What follows belongs to an exercise in optimizing a design on an open flow for small area, a short achievable clock period and few clock cycles per item; a production flow would make more cautious choices.

== before ==
==> flow/design.v <==
`timescale 1ns/1ps
module generic_regs
   #(
      parameter UDP_REG_SRC_WIDTH = 2,
      parameter TAG = 0,
      parameter REG_ADDR_WIDTH = 5,
      parameter NUM_SOFTWARE_REGS = 4
   )
   (
      input                                  reg_req_in,
      input                                  reg_ack_in,
      input                                  reg_rd_wr_L_in,
      input  [23-1:0]       reg_addr_in,
      input  [32-1:0]      reg_data_in,
      input  [UDP_REG_SRC_WIDTH-1:0]         reg_src_in,
      output reg                             reg_req_out,
      output reg                             reg_ack_out,
      output reg                             reg_rd_wr_L_out,
      output reg [23-1:0]   reg_addr_out,
      output reg [32-1:0]  reg_data_out,
      output reg [UDP_REG_SRC_WIDTH-1:0]     reg_src_out,
      output [32*NUM_SOFTWARE_REGS-1:0]      software_regs,
      output reg                             sw_access,
      output reg                             sw_done,
      input                                  clk,
      input                                  reset
   );
   reg [31:0] sw_reg [0:NUM_SOFTWARE_REGS-1];
   wire tag_match = reg_addr_in[23-1:REG_ADDR_WIDTH] == TAG;
   wire [REG_ADDR_WIDTH-1:0] offset = reg_addr_in[REG_ADDR_WIDTH-1:0];
   wire hit = reg_req_in && !reg_ack_in && tag_match && (offset < NUM_SOFTWARE_REGS);
   wire        wr_now = sw_access && !reg_rd_wr_L_out;
   wire [31:0] wdata  = reg_data_out & {32{!reset}};
   genvar g;
   generate
      for (g = 0; g < NUM_SOFTWARE_REGS; g = g + 1) begin : sw
         assign software_regs[32*g +: 32] = sw_reg[g];
         always @(posedge clk)
            if (reset || (wr_now && reg_addr_out[1:0] == g))
               sw_reg[g] <= wdata;
      end
   endgenerate
   always @(posedge clk) begin
      reg_rd_wr_L_out <= reg_rd_wr_L_in;
      reg_addr_out    <= reg_addr_in;
      reg_src_out     <= reg_src_in;
      reg_ack_out     <= reg_ack_in | hit;
      reg_data_out    <= (hit && reg_rd_wr_L_in) ? sw_reg[offset[1:0]] : reg_data_in;
   end
   always @(posedge clk) begin
      if (reset) begin
         reg_req_out <= 1'b0;
         sw_access   <= 1'b0;
         sw_done     <= 1'b0;
      end
      else begin
         reg_req_out <= reg_req_in;
         sw_access   <= hit;
         sw_done     <= sw_access;
      end
   end
endmodule
`timescale 1ns/1ps
module firewall
   #(
      parameter DATA_WIDTH = 64,
      parameter CTRL_WIDTH = DATA_WIDTH/8,
      parameter SRAM_ADDR_WIDTH = 19,
      parameter SRAM_DATA_WIDTH = DATA_WIDTH+CTRL_WIDTH,
      parameter UDP_REG_SRC_WIDTH = 2
   )
   (
      input  [DATA_WIDTH-1:0]             in_data,
      input  [CTRL_WIDTH-1:0]             in_ctrl,
      input                               in_wr,
      output                              in_rdy,
      output reg [DATA_WIDTH-1:0]         out_data,
      output reg [CTRL_WIDTH-1:0]         out_ctrl,
      output reg                          out_wr,
      input                               out_rdy,
      input                               reg_req_in,
      input                               reg_ack_in,
      input                               reg_rd_wr_L_in,
      input  [23-1:0]    reg_addr_in,
      input  [32-1:0]   reg_data_in,
      input  [UDP_REG_SRC_WIDTH-1:0]      reg_src_in,
      output                              reg_req_out,
      output                              reg_ack_out,
      output                              reg_rd_wr_L_out,
      output  [23-1:0]   reg_addr_out,
      output  [32-1:0]  reg_data_out,
      output  [UDP_REG_SRC_WIDTH-1:0]     reg_src_out,
      output reg                          sram_rd_req,
      output reg [SRAM_ADDR_WIDTH-1:0]    sram_rd_addr,
      input [DATA_WIDTH-1:0]              sram_rd_data,
      input                               sram_rd_ack,
      input                               sram_rd_vld,
      output reg                          sram_wr_req,
      output reg [SRAM_ADDR_WIDTH-1:0]    sram_wr_addr,
      output reg [DATA_WIDTH-1:0]         sram_wr_data,
      input                               sram_wr_ack,
      input                                reset,
      input                                clk
   );
   localparam W = DATA_WIDTH+CTRL_WIDTH;
   localparam TCP = 8'h06;
   wire [31:0] reg0, reg1, reg2, reg3;
   wire        sw_done;
   generic_regs
   #(
      .UDP_REG_SRC_WIDTH   (UDP_REG_SRC_WIDTH),
      .TAG                 (18'h00002),
      .REG_ADDR_WIDTH      (5),
      .NUM_SOFTWARE_REGS   (4)
   ) module_regs (
      .reg_req_in       (reg_req_in),
      .reg_ack_in       (reg_ack_in),
      .reg_rd_wr_L_in   (reg_rd_wr_L_in),
      .reg_addr_in      (reg_addr_in),
      .reg_data_in      (reg_data_in),
      .reg_src_in       (reg_src_in),
      .reg_req_out      (reg_req_out),
      .reg_ack_out      (reg_ack_out),
      .reg_rd_wr_L_out  (reg_rd_wr_L_out),
      .reg_addr_out     (reg_addr_out),
      .reg_data_out     (reg_data_out),
      .reg_src_out      (reg_src_out),
      .software_regs    ({reg3, reg2, reg1, reg0}),
      .sw_access        (),
      .sw_done          (sw_done),
      .clk              (clk),
      .reset            (reset)
    );
   always @(*) begin
      sram_wr_req  = sw_done;
      sram_wr_addr = 'h0;
      sram_wr_data = {reg0[15:0], reg1[15:0], reg2[15:0], reg3[15:0]};
   end
   reg [2:0]   wc;
   reg         ipv4, tcp;
   reg         rq;           
   reg [15:0]  dport;
   reg         dv, dd;       
   wire        tcp_now = ipv4 && in_data[7:0] == TCP;
   always @(*) begin
      sram_rd_req  = in_wr && rq;
      sram_rd_addr = 'h0;
   end
   wire match = sram_rd_data[15:0]  == dport || sram_rd_data[31:16] == dport ||
                sram_rd_data[47:32] == dport || sram_rd_data[63:48] == dport;
   wire        hdr_in = in_wr && wc == 3'd0 && in_ctrl == 8'hff;
   wire        w3_in  = in_wr && wc == 3'd3;
   wire        dv_n   = !hdr_in && (dv || (w3_in && !tcp_now) || sram_rd_vld);
   wire        dd_n   = w3_in ? 1'b0 : sram_rd_vld ? match : dd;
   always @(posedge clk) begin
      if (reset) begin
         wc <= 3'd0;
         dv <= 1'b0;
         rq <= 1'b0;
      end
      else begin
         dv <= dv_n;
         if (in_wr)
            rq <= wc == 3'd4 && tcp;
         if (in_wr)
            case (wc)
               3'd0: if (in_ctrl == 8'hff) wc <= 3'd1;
               3'd1: if (in_ctrl == 8'h00) wc <= 3'd2;
               3'd2: wc <= 3'd3;
               3'd3: wc <= 3'd4;
               3'd4: wc <= 3'd5;
               default: wc <= 3'd0;
            endcase
      end
   end
   always @(posedge clk) begin
      if (in_wr && wc == 3'd2)
         ipv4 <= in_data[31:16] == 16'h0800 && in_data[15:12] == 4'h4;
      if (w3_in)
         tcp <= tcp_now;
      if (in_wr && wc == 3'd5)
         dport <= in_data[31:16];
      dd <= dd_n;
   end
   reg [W-1:0] s0, s1, s2, s3, s4, s5, s6;
   reg [6:0]   v;
   reg         hd_drop;      
   reg         go, skip, free;
   reg         go_nf;        
   wire        consume = skip || (go && out_rdy);
   wire [5:0]  en      = {6{consume}} | ~{&v[5:0], &v[4:0], &v[3:0], &v[2:0], &v[1:0], v[0]};
   assign in_rdy = free || (go_nf && out_rdy);
   always @(*) begin
      {out_ctrl, out_data} = s0;
      out_wr = go && out_rdy;
   end
   wire [W-1:0] s0_n   = en[0] ? s1 : s0;
   wire [6:0]   v_n    = {in_wr || (v[6] && !en[5]), (en & v[6:1]) | (~en & v[5:0])};
   wire         hdr0   = s0[W-1:DATA_WIDTH] == 8'hff;
   wire         hdr0_n = s0_n[W-1:DATA_WIDTH] == 8'hff;
   wire         hd_drop_n = (consume && hdr0) ? dd : hd_drop;
   wire         ready0_n  = v_n[0] && (!hdr0_n || dv_n);
   wire         drop0_n   = hdr0_n ? dd_n : hd_drop_n;
   wire         free_n    = !v_n[6] || !(&v_n[5:0]) || (ready0_n && drop0_n);
   reg          m3, m4;
   wire         tcp6   = m3 && s6[7:0] == TCP;
   wire [16:0]  chksum = {1'b0, s6[63:48]} + 17'h100;
   wire [15:0]  chksum_cout = chksum[15:0] + {15'h0, chksum[16]};
   reg  [W-1:0] s6_mod;
   always @(*) begin
      s6_mod = s6;
      if (tcp6)
         s6_mod[15:8] = s6[15:8] - 8'h1;
      if (m4)
         s6_mod[63:48] = chksum_cout;
   end
   always @(posedge clk) begin
      if (in_wr) begin
         m3 <= wc == 3'd3 && ipv4;
         m4 <= wc == 3'd4 && tcp;
      end
   end
   always @(posedge clk) begin
      if (en[0]) s0 <= s1;
      if (en[1]) s1 <= s2;
      if (en[2]) s2 <= s3;
      if (en[3]) s3 <= s4;
      if (en[4]) s4 <= s5;
      if (en[5]) s5 <= s6_mod;
      if (in_wr) s6 <= {in_ctrl, in_data};
      hd_drop <= hd_drop_n;
   end
   always @(posedge clk) begin
      if (reset) begin
         v    <= 7'h0;
         go   <= 1'b0;
         skip <= 1'b0;
         free <= 1'b1;
         go_nf <= 1'b0;
      end
      else begin
         v    <= v_n;
         go   <= ready0_n && !drop0_n;
         skip <= ready0_n && drop0_n;
         free <= free_n;
         go_nf <= ready0_n && !drop0_n && !free_n;
      end
   end
endmodule
export LEC_CHECK = 0
export CAP_MARGIN = 20
export CORE_MARGIN = 2
export CORE_UTILIZATION = 65
export PLACE_DENSITY = 0.75
export SETUP_SLACK_MARGIN = 2.8
export SLEW_MARGIN = 20
create_clock -name core_clock -period 5.5 [get_ports {clk}]
standard.sh (not shown) runs the stock make flow with config.mk's settings and CLKGATE_MAP_FILE= SYNTH_SCRIPT=/design/flow/synth_recipe.tcl, a recipe that flattens the netlist after the stock synthesis.
==> flow/flow/run.sh <==
#!/bin/bash
# The standard layout (standard.sh: the standard flow's synthesis and ORFS flow, unchanged
# scripts) with two placement/CTS choices passed through ORFS variables:
#  - every input and output port still gets its own buffer, but a small
#    sky130_fd_sc_hd__buf_1 instead of the default clkdlybuf4s50_1 delay cell;
#  - clock tree synthesis without dummy loads.
# The whole make output goes to flow.log in this folder; ORFS's own per-step
# logs stay under orfs/logs/.
set -euo pipefail
cd "$(dirname "$0")/.."
export BUFFER_PORTS_ARGS="-buffer_cell sky130_fd_sc_hd__buf_1"
export CTS_ARGS="-sink_clustering_enable -repair_clock_nets -dont_use_dummy_load -buf_list sky130_fd_sc_hd__clkbuf_4 -sink_clustering_size 10 -sink_clustering_max_diameter 40"
bash standard.sh > flow.log 2>&1
Relative to before, the following input files were edited for after:
-- flow/design.v --
<<< before, line 22
      output [32*NUM_SOFTWARE_REGS-1:0]      software_regs,
      output reg                             sw_access,
      output reg                             sw_done,
      input                                  clk,
      input                                  reset
>>> after, line 22
      output [32*NUM_SOFTWARE_REGS-1:0]      software_regs,
      output reg                             sw_access,
      input                                  clk,
      input                                  reset
<<< before, line 30
   wire [REG_ADDR_WIDTH-1:0] offset = reg_addr_in[REG_ADDR_WIDTH-1:0];
   wire hit = reg_req_in && !reg_ack_in && tag_match && (offset < NUM_SOFTWARE_REGS);
   wire        wr_now = sw_access && !reg_rd_wr_L_out;
   wire [31:0] wdata  = reg_data_out & {32{!reset}};
   genvar g;
   generate
>>> after, line 29
   wire [REG_ADDR_WIDTH-1:0] offset = reg_addr_in[REG_ADDR_WIDTH-1:0];
   wire hit = reg_req_in && !reg_ack_in && tag_match && (offset < NUM_SOFTWARE_REGS);
   wire [31:0] wdata = reg_data_in & {32{!reset}};
   genvar g;
   generate
<<< before, line 37
         assign software_regs[32*g +: 32] = sw_reg[g];
         always @(posedge clk)
            if (reset || (wr_now && reg_addr_out[1:0] == g))
               sw_reg[g] <= wdata;
      end
>>> after, line 35
         assign software_regs[32*g +: 32] = sw_reg[g];
         always @(posedge clk)
            if (reset || (hit && !reg_rd_wr_L_in && offset == g))
               sw_reg[g] <= wdata;
      end
<<< before, line 52
         reg_req_out <= 1'b0;
         sw_access   <= 1'b0;
         sw_done     <= 1'b0;
      end
      else begin
         reg_req_out <= reg_req_in;
         sw_access   <= hit;
         sw_done     <= sw_access;
      end
   end
>>> after, line 50
         reg_req_out <= 1'b0;
         sw_access   <= 1'b0;
      end
      else begin
         reg_req_out <= reg_req_in;
         sw_access   <= hit;
      end
   end
<<< before, line 106
   localparam TCP = 8'h06;
   wire [31:0] reg0, reg1, reg2, reg3;
   wire        sw_done;
   generic_regs
   #(
>>> after, line 102
   localparam TCP = 8'h06;
   wire [31:0] reg0, reg1, reg2, reg3;
   wire        sw_access;
   generic_regs
   #(
<<< before, line 127
      .reg_src_out      (reg_src_out),
      .software_regs    ({reg3, reg2, reg1, reg0}),
      .sw_access        (),
      .sw_done          (sw_done),
      .clk              (clk),
      .reset            (reset)
    );
   always @(*) begin
      sram_wr_req  = sw_done;
      sram_wr_addr = 'h0;
      sram_wr_data = {reg0[15:0], reg1[15:0], reg2[15:0], reg3[15:0]};
>>> after, line 123
      .reg_src_out      (reg_src_out),
      .software_regs    ({reg3, reg2, reg1, reg0}),
      .sw_access        (sw_access),
      .clk              (clk),
      .reset            (reset)
    );
   always @(*) begin
      sram_wr_req  = sw_access;
      sram_wr_addr = 'h0;
      sram_wr_data = {reg0[15:0], reg1[15:0], reg2[15:0], reg3[15:0]};
<<< before, line 187
   reg         hd_drop;      
   reg         go, skip, free;
   reg         go_nf;        
   wire        consume = skip || (go && out_rdy);
   wire [5:0]  en      = {6{consume}} | ~{&v[5:0], &v[4:0], &v[3:0], &v[2:0], &v[1:0], v[0]};
   assign in_rdy = free || (go_nf && out_rdy);
   always @(*) begin
      {out_ctrl, out_data} = s0;
>>> after, line 182
   reg         hd_drop;      
   reg         go, skip, free;
   wire        consume = skip || (go && out_rdy);
   wire [5:0]  en      = {6{consume}} | ~{&v[5:0], &v[4:0], &v[3:0], &v[2:0], &v[1:0], v[0]};
   assign in_rdy = free || (go && out_rdy);
   always @(*) begin
      {out_ctrl, out_data} = s0;
<<< before, line 202
   wire         ready0_n  = v_n[0] && (!hdr0_n || dv_n);
   wire         drop0_n   = hdr0_n ? dd_n : hd_drop_n;
   wire         free_n    = !v_n[6] || !(&v_n[5:0]) || (ready0_n && drop0_n);
   reg          m3, m4;
   wire         tcp6   = m3 && s6[7:0] == TCP;
>>> after, line 196
   wire         ready0_n  = v_n[0] && (!hdr0_n || dv_n);
   wire         drop0_n   = hdr0_n ? dd_n : hd_drop_n;
   reg          m3, m4;
   wire         tcp6   = m3 && s6[7:0] == TCP;
<<< before, line 237
         skip <= 1'b0;
         free <= 1'b1;
         go_nf <= 1'b0;
      end
      else begin
>>> after, line 230
         skip <= 1'b0;
         free <= 1'b1;
      end
      else begin
<<< before, line 243
         go   <= ready0_n && !drop0_n;
         skip <= ready0_n && drop0_n;
         free <= free_n;
         go_nf <= ready0_n && !drop0_n && !free_n;
      end
   end
>>> after, line 235
         go   <= ready0_n && !drop0_n;
         skip <= ready0_n && drop0_n;
         free <= !v_n[6] || !(&v_n[5:0]) || (ready0_n && drop0_n);
      end
   end
Notes after the runs:
- before completed; timing, DRC and antenna clean
- after | stages: all done | timing, DRC, antenna: all pass
- before reports its dominant combinational cell family by area after synthesis as multiplexers while after reports simple AND/OR/NAND/NOR gates.
- On after: initial core utilization is 0.20 points lower than what before gave.
- Between before and after, count of cell instances traversed by the critical path is higher for after, before comes in under that.
- Post-synthesis share of cell area spent on xor and xnor gates across before and after: no real change.
- As of after, number of buffers added by the clock tree synthesis step had fallen by a few percent compared to before.
- Relative to before, the final period utilization of after is higher by 1.6 points.
- Reported for before and after, max-capacitance violation count turned out identical to the last digit.
- Area growth from synthesis to final layout: before and after compared, higher one is after
- In after relative to before, layout net count had gone up by a few percent.
- NOTE: routed wire length in after exceeds that of before
- For the wire length of the first global-routing pass, after came in about 1% lower than before did.
No functional check of the RTL was part of any run of this note.

## re-timing with driven ports
In the flow no input, the clock included, has a driving cell. The finished layouts below were timed again as built, in two steps.
Step 1 sets driving cells, clkbuf_16 on the clock port and buf_2 on the other inputs (assumed; they add their load-dependent delay and slew).
Step 2 also shifts input and output timing later by t, the mid clock arrival at the registers, as if the neighbouring blocks saw the same clock.
Three values: no drivers, after step 1, after step 2; two values: the first two.
| run | shift t [ns] | slack for setup (ns) | worst setup path after step 2 | pins driven straight from the clock port |
|---|---|---|---|---|
| before | 0.804 | 2.799 / 2.743 / 2.221 | input to register | 1 |
| after | 0.789 | 2.712 / 2.664 / 2.019 | input to register | 1 |
After both steps every run listed still meets setup and hold. The setup slack of after, which loses most, moves by -0.048 ns with the drivers and by -0.693 ns with both steps.
